From an optimization exercise on the open Yosys and OpenROAD flow, aimed at small area, a short achievable clock period and few clock cycles per item; shortcuts taken in it are not production practice.
In this exercise RTL edits were held to simulation tests only and were not proved equivalent to the original.
No activity file was given, so power comes from the tool's default toggle rates.

===== flow/config.mk =====
export PLATFORM = sky130hd
export DESIGN_NAME = mcalu
export DESIGN_NICKNAME = mcalu
export VERILOG_FILES = /design/flow/design.v
export SDC_FILE = /design/flow/constraint.sdc
export NUM_CORES = 4
export LEC_CHECK = 0
export CAP_MARGIN = 20
export CORE_MARGIN = 2
export CORE_UTILIZATION = 40
export SLEW_MARGIN = 20

===== flow/constraint.sdc =====
create_clock -name core_clock -period 20.0 [get_ports {clk}]
set_input_delay 4.0000 -clock core_clock [delete_from_list [all_inputs] [get_ports {clk}]]
set_output_delay 4.0000 -clock core_clock [all_outputs]
set_load 0.01 [all_outputs]

===== flow/design.v =====
module mcalu(
  input             clk,
  input             rst,
  input             exers_mcalu_issue,
  input [4:0]       exers_mcalu_op,
  input [6:0]       exers_robid,
  input [5:0]       exers_rd,
  input [31:0]      exers_op1,
  input [31:0]      exers_op2,
  output            mcalu_stall,
  output            mcalu_valid,
  output            mcalu_error,
  output [4:0]      mcalu_ecause,
  output [6:0]      mcalu_robid,
  output [5:0]      mcalu_rd,
  output [31:0]     mcalu_result,
  input             wb_mcalu_stall,
  input             rob_flush);
  localparam ST_EX  = 2'd0;   
  localparam ST_IT  = 2'd1;   
  localparam ST_FIN = 2'd2;   
  localparam ST_C9  = 2'd3;   
  reg        stall_q;
  reg        v_ir;
  reg [4:0]  op;
  reg [6:0]  robid;
  reg [5:0]  rd;
  reg [31:0] A, B;
  reg [3:0]  bx;
  reg [32:0] H;
  reg        x0;
  reg        bs;
  reg [1:0]  st;
  reg [4:0]  cnt;
  reg        nq;
  reg        cin;
  reg        v_o;
  reg [31:0] res_o;
  reg [6:0]  robid_o;
  reg [5:0]  rd_o;
  assign mcalu_stall  = stall_q;
  assign mcalu_valid  = v_o;
  assign mcalu_error  = 1'b0;
  assign mcalu_ecause = 5'b0;
  assign mcalu_robid  = robid_o;
  assign mcalu_rd     = rd_o;
  assign mcalu_result = res_o;
  wire kill   = rst | rob_flush;
  wire is_md  = op[4] & op[3];
  wire is_mul = is_md & ~op[2];
  wire is_div = is_md & op[2];
  wire s_ex  = (st == ST_EX);
  wire s_it  = (st == ST_IT);
  wire s_fin = (st == ST_FIN);
  wire s_c9  = (st == ST_C9);
  function [31:0] rev32(input [31:0] x);
    integer i;
    begin
      for (i = 0; i < 32; i = i + 1) rev32[i] = x[31-i];
    end
  endfunction
  wire        sub  = op[3] | (op[1] & ~op[2]);
  wire [36:0] asum;
  bkadd #(37) u_asum (.a({5'b0, A}),
                      .b(is_div ? {bx[3], bx, B} : {5'b0, B ^ {32{sub}}}),
                      .ci(is_div ? cin : sub), .s(asum));
  wire        lt_u = ~asum[32];
  wire        lt_s = (A[31] ^ B[31]) ? A[31] : asum[31];
  wire        sa     = ~op[0] & A[31];
  wire        nb     = ~op[0] & B[31];
  wire [5:0]  lza, lzb;
  lzc32 u_lza (.x(A ^ {32{sa}}), .n(lza));
  lzc32 u_lzb (.x(B ^ {32{nb}}), .n(lzb));
  wire [6:0]  kc     = {1'b0, lzb} - {1'b0, lza} + {6'b0, sa};
  wire        b_zero = ~|B;
  wire        early  = kc[6] | b_zero;
  wire [4:0]  kcl    = kc[5] ? 5'd31 : kc[4:0];
  wire        sh_left = ~op[2];
  wire [31:0] sx_lo   = is_div ? (B ^ {32{~nb}}) : (sh_left ? A : rev32(A));
  wire        sh_fill = is_div ? ~nb : (~sh_left & op[3] & A[31]);
  wire [4:0]  sh_amt  = is_div ? kcl : B[4:0];
  reg  [35:0] sh_out;
  integer si;
  always @(*) begin
    sh_out = {{4{is_div}}, sx_lo};
    for (si = 0; si < 5; si = si + 1)
      if (sh_amt[si]) sh_out = (sh_out << (1 << si)) | ((36'd1 << (1 << si)) - 36'd1) & {36{sh_fill}};
  end
  wire [31:0] sh_res = sh_left ? sh_out[31:0] : rev32(sh_out[31:0]);
  wire [31:0] px = A & ~B;
  reg  [31:0] pseen;
  integer pi;
  always @(*) begin
    pseen[0] = 1'b0;
    for (pi = 1; pi < 32; pi = pi + 1) pseen[pi] = pseen[pi-1] | px[pi-1];
  end
  wire [31:0] pm = px & ~pseen;
  reg  [4:0]  pidx;
  integer pj;
  always @(*) begin
    pidx = 5'd0;
    for (pj = 0; pj < 32; pj = pj + 1)
      pidx = pidx | ({5{pm[pj]}} & pj[4:0]);
  end
  wire [2:0]  f = op[2:0];
  wire [31:0] alu_res =
      op[4]      ? (op[0] ? (A ^ pm) : {~|px, 26'b0, pidx}) :
      (f == 3'd0) ? asum[31:0] :
      (f == 3'd2) ? {31'b0, lt_s} :
      (f == 3'd3) ? {31'b0, lt_u} :
      (f == 3'd4) ? (op[3] ? {31'b0, A == B} : (A ^ B)) :
      (f == 3'd6) ? (A | B) :
      (f == 3'd7) ? (A & B) :
                    sh_res;
  wire        ma_sgn = (op[1] ^ op[0]) & A[31];
  wire [36:0] m1 = {{5{ma_sgn}}, A};
  wire [36:0] m2 = {m1[35:0], 1'b0};
  wire [4:0]  mb = s_c9 ? 5'b00001 : {B[3:0], x0};
  wire d0_neg = mb[2];
  wire d0_one = mb[1] ^ mb[0];
  wire d0_two = (mb[2] & ~mb[1] & ~mb[0]) | (~mb[2] & mb[1] & mb[0]);
  wire d1_neg = mb[4];
  wire d1_one = mb[3] ^ mb[2];
  wire d1_two = (mb[4] & ~mb[3] & ~mb[2]) | (~mb[4] & mb[3] & mb[2]);
  wire [36:0] mag0 = ({37{d0_one}} & m1) | ({37{d0_two}} & m2);
  wire [36:0] mag1 = ({37{d1_one}} & m1) | ({37{d1_two}} & m2);
  wire [36:0] pp0  = mag0 ^ {37{d0_neg}};
  wire [36:0] pp1  = {(mag1[34:0] ^ {35{d1_neg}}), d1_neg, d1_neg};
  wire [36:0] hx   = {{4{H[32]}}, H};
  wire [36:0] cs_s = hx ^ pp0 ^ pp1;
  wire [36:0] cs_c = {(hx[35:0] & pp0[35:0]) | (hx[35:0] & pp1[35:0]) | (pp0[35:0] & pp1[35:0]), d0_neg};
  wire [36:0] msum;
  bkadd #(37) u_msum (.a(cs_s), .b(cs_c), .ci(d1_neg), .s(msum));
  wire        need9 = op[1] & bs;
  wire [31:0] mlo_n = {msum[3:0], B[31:4]};
  wire        q1   = ~asum[36];
  wire [31:0] r1   = q1 ? asum[31:0] : A;
  wire [31:0] qn   = {H[30:0], q1};
  wire [31:0] xsel    = (is_div & op[1]) ? A : ((is_mul & ~op[1] & ~op[0]) ? B : H[31:0]);
  wire [31:0] neg_in  = s_fin ? xsel : A;
  wire        neg_do  = s_fin ? (is_div & nq) : sa;
  wire [31:0] neg_out = (neg_in ^ {32{neg_do}}) + {31'b0, neg_do};
  wire [31:0] early_res = op[1] ? A : (b_zero ? {{31{~sa}}, 1'b1} : 32'b0);
  wire fin_mul = is_mul & ((s_ex & (cnt == 5'd7) & ~need9) | s_c9 | s_fin);
  wire fin_div = is_div & ((s_ex & early) | (s_it & (cnt == 5'd0) & ~nq) | s_fin);
  wire fin     = v_ir & (~is_md | fin_mul | fin_div);
  wire nq_set  = op[1] ? sa : (sa ^ nb);
  wire fc_mul  = is_mul & ((s_ex & (((cnt == 5'd6) & ~need9) | (cnt == 5'd7))) | s_c9 | s_fin);
  wire fc_div  = is_div & ((s_ex & (early | ((kcl == 5'd0) & ~nq_set))) |
                           (s_it & (((cnt == 5'd1) & ~nq) | (cnt == 5'd0))) | s_fin);
  wire fc      = ~is_md | fc_mul | fc_div;
  wire blocked = v_o & wb_mcalu_stall;
  wire or_free = ~blocked;
  wire produce = fin & or_free;
  reg [31:0] res_src;
  always @(*) begin
    if (~is_md)
      res_src = alu_res;
    else if (s_fin)
      res_src = neg_out;
    else if (is_div)
      res_src = s_ex ? early_res : (op[1] ? r1 : qn);
    else if (s_c9)
      res_src = msum[31:0];
    else
      res_src = (op[1:0] == 2'b00) ? mlo_n : msum[35:4];
  end
  wire md_in   = exers_mcalu_op[4] & exers_mcalu_op[3];
  wire stall_n = ~kill & (stall_q ? (blocked | (~fin & ~fc))
                                  : (exers_mcalu_issue & (md_in | v_ir | blocked)));
  wire v_ir_n  = ~kill & (stall_q ? ~produce : exers_mcalu_issue);
  wire v_o_n   = ~kill & (produce | blocked);
  always @(posedge clk) begin
    stall_q <= stall_n;
    v_ir    <= v_ir_n;
    v_o     <= v_o_n;
    if (~stall_q) begin
      op    <= exers_mcalu_op;
      robid <= exers_robid;
      rd    <= exers_rd;
      A     <= exers_op1;
      B     <= exers_op2;
      bs    <= exers_op2[31];
      st    <= ST_EX;
      cnt   <= 5'd0;
      H     <= 33'b0;
      x0    <= 1'b0;
    end else if (is_mul) begin
      if (s_ex) begin
        H   <= msum[36:4];
        B   <= mlo_n;
        x0  <= B[3];
        cnt <= cnt + 5'd1;
        if (cnt == 5'd7) st <= need9 ? ST_C9 : ST_FIN;
      end
    end else if (is_div) begin
      if (s_ex) begin
        A   <= neg_out;
        {bx, B} <= sh_out;
        H   <= {1'b0, {32{b_zero}}};
        cin <= ~nb;
        nq  <= nq_set;
        cnt <= kcl;
        st  <= early ? ST_FIN : ST_IT;
      end else if (s_it) begin
        A   <= r1;
        {bx, B} <= {bx[3], bx, B[31:1]};
        H   <= {1'b0, qn};
        cnt <= cnt - 5'd1;
        if (cnt == 5'd0) st <= ST_FIN;
      end
    end
    if (or_free) begin
      res_o   <= res_src;
      robid_o <= robid;
      rd_o    <= rd;
    end
  end
endmodule
module bkadd #(parameter W = 32) (
  input  [W-1:0] a,
  input  [W-1:0] b,
  input          ci,
  output [W-1:0] s);
  localparam L = $clog2(W);
  wire [W-1:0] g0 = a & b;
  wire [W-1:0] p0 = a ^ b;
  reg  [W-1:0] G, P;
  integer i, d;
  always @(*) begin
    G = g0;
    P = p0;
    G[0] = g0[0] | (p0[0] & ci);
    for (d = 1; d < W; d = d * 2)
      for (i = 2*d - 1; i < W; i = i + 2*d) begin
        G[i] = G[i] | (P[i] & G[i-d]);
        P[i] = P[i] & P[i-d];
      end
    for (d = (1 << (L-1)); d >= 1; d = d / 2)
      for (i = 3*d - 1; i < W; i = i + 2*d) begin
        G[i] = G[i] | (P[i] & G[i-d]);
        P[i] = P[i] & P[i-d];
      end
  end
  assign s = p0 ^ {G[W-2:0], ci};
endmodule
module lzc32 (
  input  [31:0] x,
  output [5:0]  n);
  wire        z16 = ~|x[31:16];
  wire [15:0] y16 = z16 ? x[15:0] : x[31:16];
  wire        z8  = ~|y16[15:8];
  wire [7:0]  y8  = z8 ? y16[7:0] : y16[15:8];
  wire        z4  = ~|y8[7:4];
  wire [3:0]  y4  = z4 ? y8[3:0] : y8[7:4];
  wire        z2  = ~|y4[3:2];
  wire [1:0]  y2  = z2 ? y4[1:0] : y4[3:2];
  wire        z1  = ~y2[1];
  wire        zz  = ~|x;
  assign n = zz ? 6'd32 : {1'b0, z16, z8, z4, z2, z1};
endmodule

===== flow/run.sh =====
#!/bin/bash
# synth_recipe.tcl (not shown) runs the flow's synth.tcl, then flattens the netlist and writes it again
# the make line also repeats each setting of config.mk as NAME=value (left out here)
make -C /OpenROAD-flow-scripts/flow DESIGN_CONFIG=/design/flow/config.mk WORK_HOME=/design/flow/orfs CLKGATE_MAP_FILE= SYNTH_SCRIPT=/design/flow/synth_recipe.tcl finish

==> out/qor.csv <==
stage,metric,value,unit
run_status,status,no timing/DRC/antenna violations,
drt,drtPass1Iterations,11,
synthesis,synthArstFlopShare,0,
synthesis,yosys_warnings,2,
sta,tightest_slew,1.33,ns
layout,multi_input_area,0.0206,sq mm
synthesis,synth_edf_count,134,
flow_run,cap_viol_max_count,0,
layout,fin_area,0.0301,sq mm
setup_path,slowest_stage,a21o_1,
global_routing,grt_util_all_layers,0.479,
sta,final.min_clock_period,10.03,ns
clocking,ctsHoldBuffers,0,
synthesis,synth-main-ff-cell,edfxtp_1,
synthesis,yosys.area.top_type,edfxtp_1,
sta,clock_skew,0.0183,ns
setup_path,end_kind,register,
sta,setup_tns,0,ns
synthesis,synth_area,0.0272,sq mm
power_and_ir_drop,ir_worst_vdd,0.0000849,V
placed_design,io_buffers,133,
setup_path,worst_r2r_endpoint,res_o[2],
clocking,clkLatencyLatePin,0.53,ns
sta,slew_violations,0,
floorplan,die_h,265,microns
layout,final_cell_mix,"379 x a21oi_1, 307 x o21ai_0, 298 x nand2_1, 297 x nor2_1, 239 x xnor2_1",
layout,nets,3893,
sta,fin_crit_sh,0.501,
global_routing,antenna_found_initial,27,
sta,relSlewSlack,0.112,
sta,fin_ws,9.97,ns
drt,postRouteAntennaNets,0,
drt,drt_iter0_drc,6363,
power_and_ir_drop,fin_total_pwr,2.87,mW
setup_path,reg2reg_from,op[0],
clocking,cts.sinks,178,
global_routing,grt-ovfl-total,0,
clocking,postCtsSetupBuffers,0,
drt,wire_per_inst,38.9,microns
layout,area_growth,10.8,%
layout,layout-drive-gt1-share,0.0788,
placed_design,numPlacedInstances,4403,
floorplan,die_width,265,microns
setup_path,crit_top_cell,a211oi_1,
placed_design,place_area,0.0295,sq mm
layout,seq_area,0.00491,sq mm
hold_path,whs_endpoint,rd_o[0],
floorplan,ios,140,
global_routing,grt_first_pass_wirelength,237000,microns
setup_path,crit_family,compound AO/OA/AOI/OAI gates,
layout,finalNonFillerCells,4455,
setup_path,reg2reg_slack,9.97,ns
power_and_ir_drop,power.density,95.3,mW/mm^2
synthesis,netlist.area_leader.share,0.148,
floorplan,start_util,0.404,
sta,holdWs,0.422,ns
setup_path,rr_worst_depth,25,
layout,utilization,0.448,
setup_path,slowest_delay,0.82,ns
clocking,clk_pin_slew,0.08,ns
clocking,clockRootBuffer,clkbuf_16,
clocking,ctsLongestPathBuffers,2,
clocking,numCtsBuffers,17,
drt,drt-total-wl,173000,microns
hold_path,hp-start,rd[0],
hold_path,hold_class,reg2reg,
clocking,ctsResizeCount,0,
synthesis,synthTopCellsByArea,"edfxtp_1 15%, ha_1 8.4%, xnor2_1 7.7%, a21oi_1 7.1%, o21ai_0 5.7%",
synthesis,synthDistinctLibCells,109,
drt,drc,0,
drt,via_per_inst,7.40,
global_routing,grt_pass1_vias,30000,
drt,vias,33000,
placed_design,dp_hpwl,124000,microns
layout,fillCellCount,6946,
sta,hold_violations,0,
synthesis,seq_area_frac_synth,0.180,
setup_path,cp.arrival,10.34,ns
placed_design,gp_congestion,1.13,
setup_path,path_max_fanout,24,
synthesis,synth-seq-cells,178,
clocking,htreeDepth,4,
synthesis,avgSynthCellArea,7.59,sq um
floorplan,row_count,95,
sta,setup_violations,0,
floorplan,core_area,0.0673,sq mm
clocking,cts_tree,yes,
setup_path,startpoint_type,register,
layout,final_common_cell,a21oi_1,
synthesis,synthCells,3579,
setup_path,cp.required,20.31,ns
placed_design,pre_cts_slack,10.64,ns
sta,fmax,99.7,MHz
floorplan,die-area,0.0701,sq mm
setup_path,path_class,reg2reg,
setup_path,cp_num_buf_inv,2,
sta,rsz0062_at_grt,no,
global_routing,grt_max_degree,58,
power_and_ir_drop,p_leak,11.5,nW
hold_path,min_path_cells,0,
==> registers in the layout, indices dropped and copies added (netlist names), 2 cells and up <==
register,flops
op,5
H,33
res_o,32
B,32
bx,4
cnt,5
robid_o,7
rd,6
st,2
rd_o,6
A,32
robid,7
==> cells in the mapped netlist (43+ instances only) <==
cell / count
dfxtp_1: 44
fa_1: 72
a21o_1: 55
nand3_1: 90
buf_2: 43
edfxtp_1: 134
a211oi_1: 53
nor2_1: 299
o21ai_0: 311
clkbuf_1: 222
inv_1: 130
ha_1: 183
nand2_1: 300
a31oi_1: 72
a22oi_1: 80
mux2i_1: 102
a21oi_1: 386
o211ai_1: 58
nor3_1: 75
xnor2_1: 239
==> layout make-up <==
cell class                      instances  area share
Multi-Input combinational cell       2943       0.685
Antenna cell                           18     0.00150
Clock buffer                           17      0.0141
Clock inverter                         15     0.00465
Timing Repair Buffer                  269      0.0781
Sequential cell                       178       0.163
Tap cell                              873      0.0363
Inverter                              142      0.0177
==> power by group <==
part           switching [mW]  internal [mW]
clock network           0.199          0.165
registers              0.0641          0.450
logic                    1.34          0.654
==> cells by family after synthesis <==
family | count (synthesis) | share of synthesized area
AOI/OAI and AO/OA | 1326 | 0.310
and+or+nand+nor | 959 | 0.164
buffers and inverters | 463 | 0.0687
xor gates and xnor gates | 259 | 0.0835
adders and majority gates | 255 | 0.137
DFF | 178 | 0.180
muxes | 138 | 0.0559
other | 1 | 0.000138
==> routing by layer <==
layer  vias to the layer above  GRT usage  share of wire
met1                     15700      0.551           0.34
met3                      1051      0.237           0.16
met4                        32      0.419           0.12
met5                         -     0.0333         0.0028
li1                      13200          -              -
met2                      3060      0.649           0.38
==> worst reg2reg max path, cell delays in order (launching register included) <==
cell      delay [ns]
edfxtp_1        0.36
buf_4           0.26
nand2b_1        0.57
or4_1           0.66
mux2i_1         0.68
and4_1          0.28
o21ai_0         0.10
a211oi_1        0.80
a21oi_1         0.18
a221oi_1        0.32
o21ai_1         0.09
a21oi_1         0.72
ha_1            0.35
inv_1           0.06
ha_1            0.30
a211oi_1        0.43
o211ai_1        0.32
nand4_1         0.46
a21o_1          0.82
nand2_1         0.15
o22ai_1         0.28
a211oi_1        0.12
a21oi_1         0.65
a22o_1          0.41
a211oi_1        0.13
o211ai_1        0.33
==> how the worst max path moves through the flow <==
stage	startpoint	to	cells after the start
after floorplan	op[0]	res_o[19]	28
after CTS	op[0]	res_o[2]	25
after global routing	op[0]	res_o[28]	26
after detailed placement	op[0]	res_o[2]	25
after global placement	op[0]	res_o[2]	25
final	op[0]	res_o[2]	25
Testbench counts, summed over its fixed seeds: cycles 15,601, items 3,200.

## port drivers added, routing unchanged
No port has a modelled driver above. Below, the same layout with a new extraction and two added sets of constraints. Step 1 (the two cells are an assumption about what drives the block):
set clk [get_ports {clk}]
set_driving_cell -lib_cell sky130_fd_sc_hd__clkbuf_16 $clk
set_driving_cell -lib_cell sky130_fd_sc_hd__buf_2 [delete_from_list [all_inputs] $clk]
Step 2 also shifts input and output timing later by t, the mid clock arrival at the registers, as if the neighbouring blocks saw the same clock. a / b / c = ideal ports / drivers / drivers and shift; a / b = the first two.
t (ns): 0.587
setup WS [ns]: 9.974 / 9.974 / 9.974
worst setup path after step 2: register to register
clock arrival spread, ns: 0.018 / 0.019
After both steps this run still meets setup and hold. For this run, drivers alone change the setup slack by 0.000 ns; drivers and shift together by 0.000 ns.
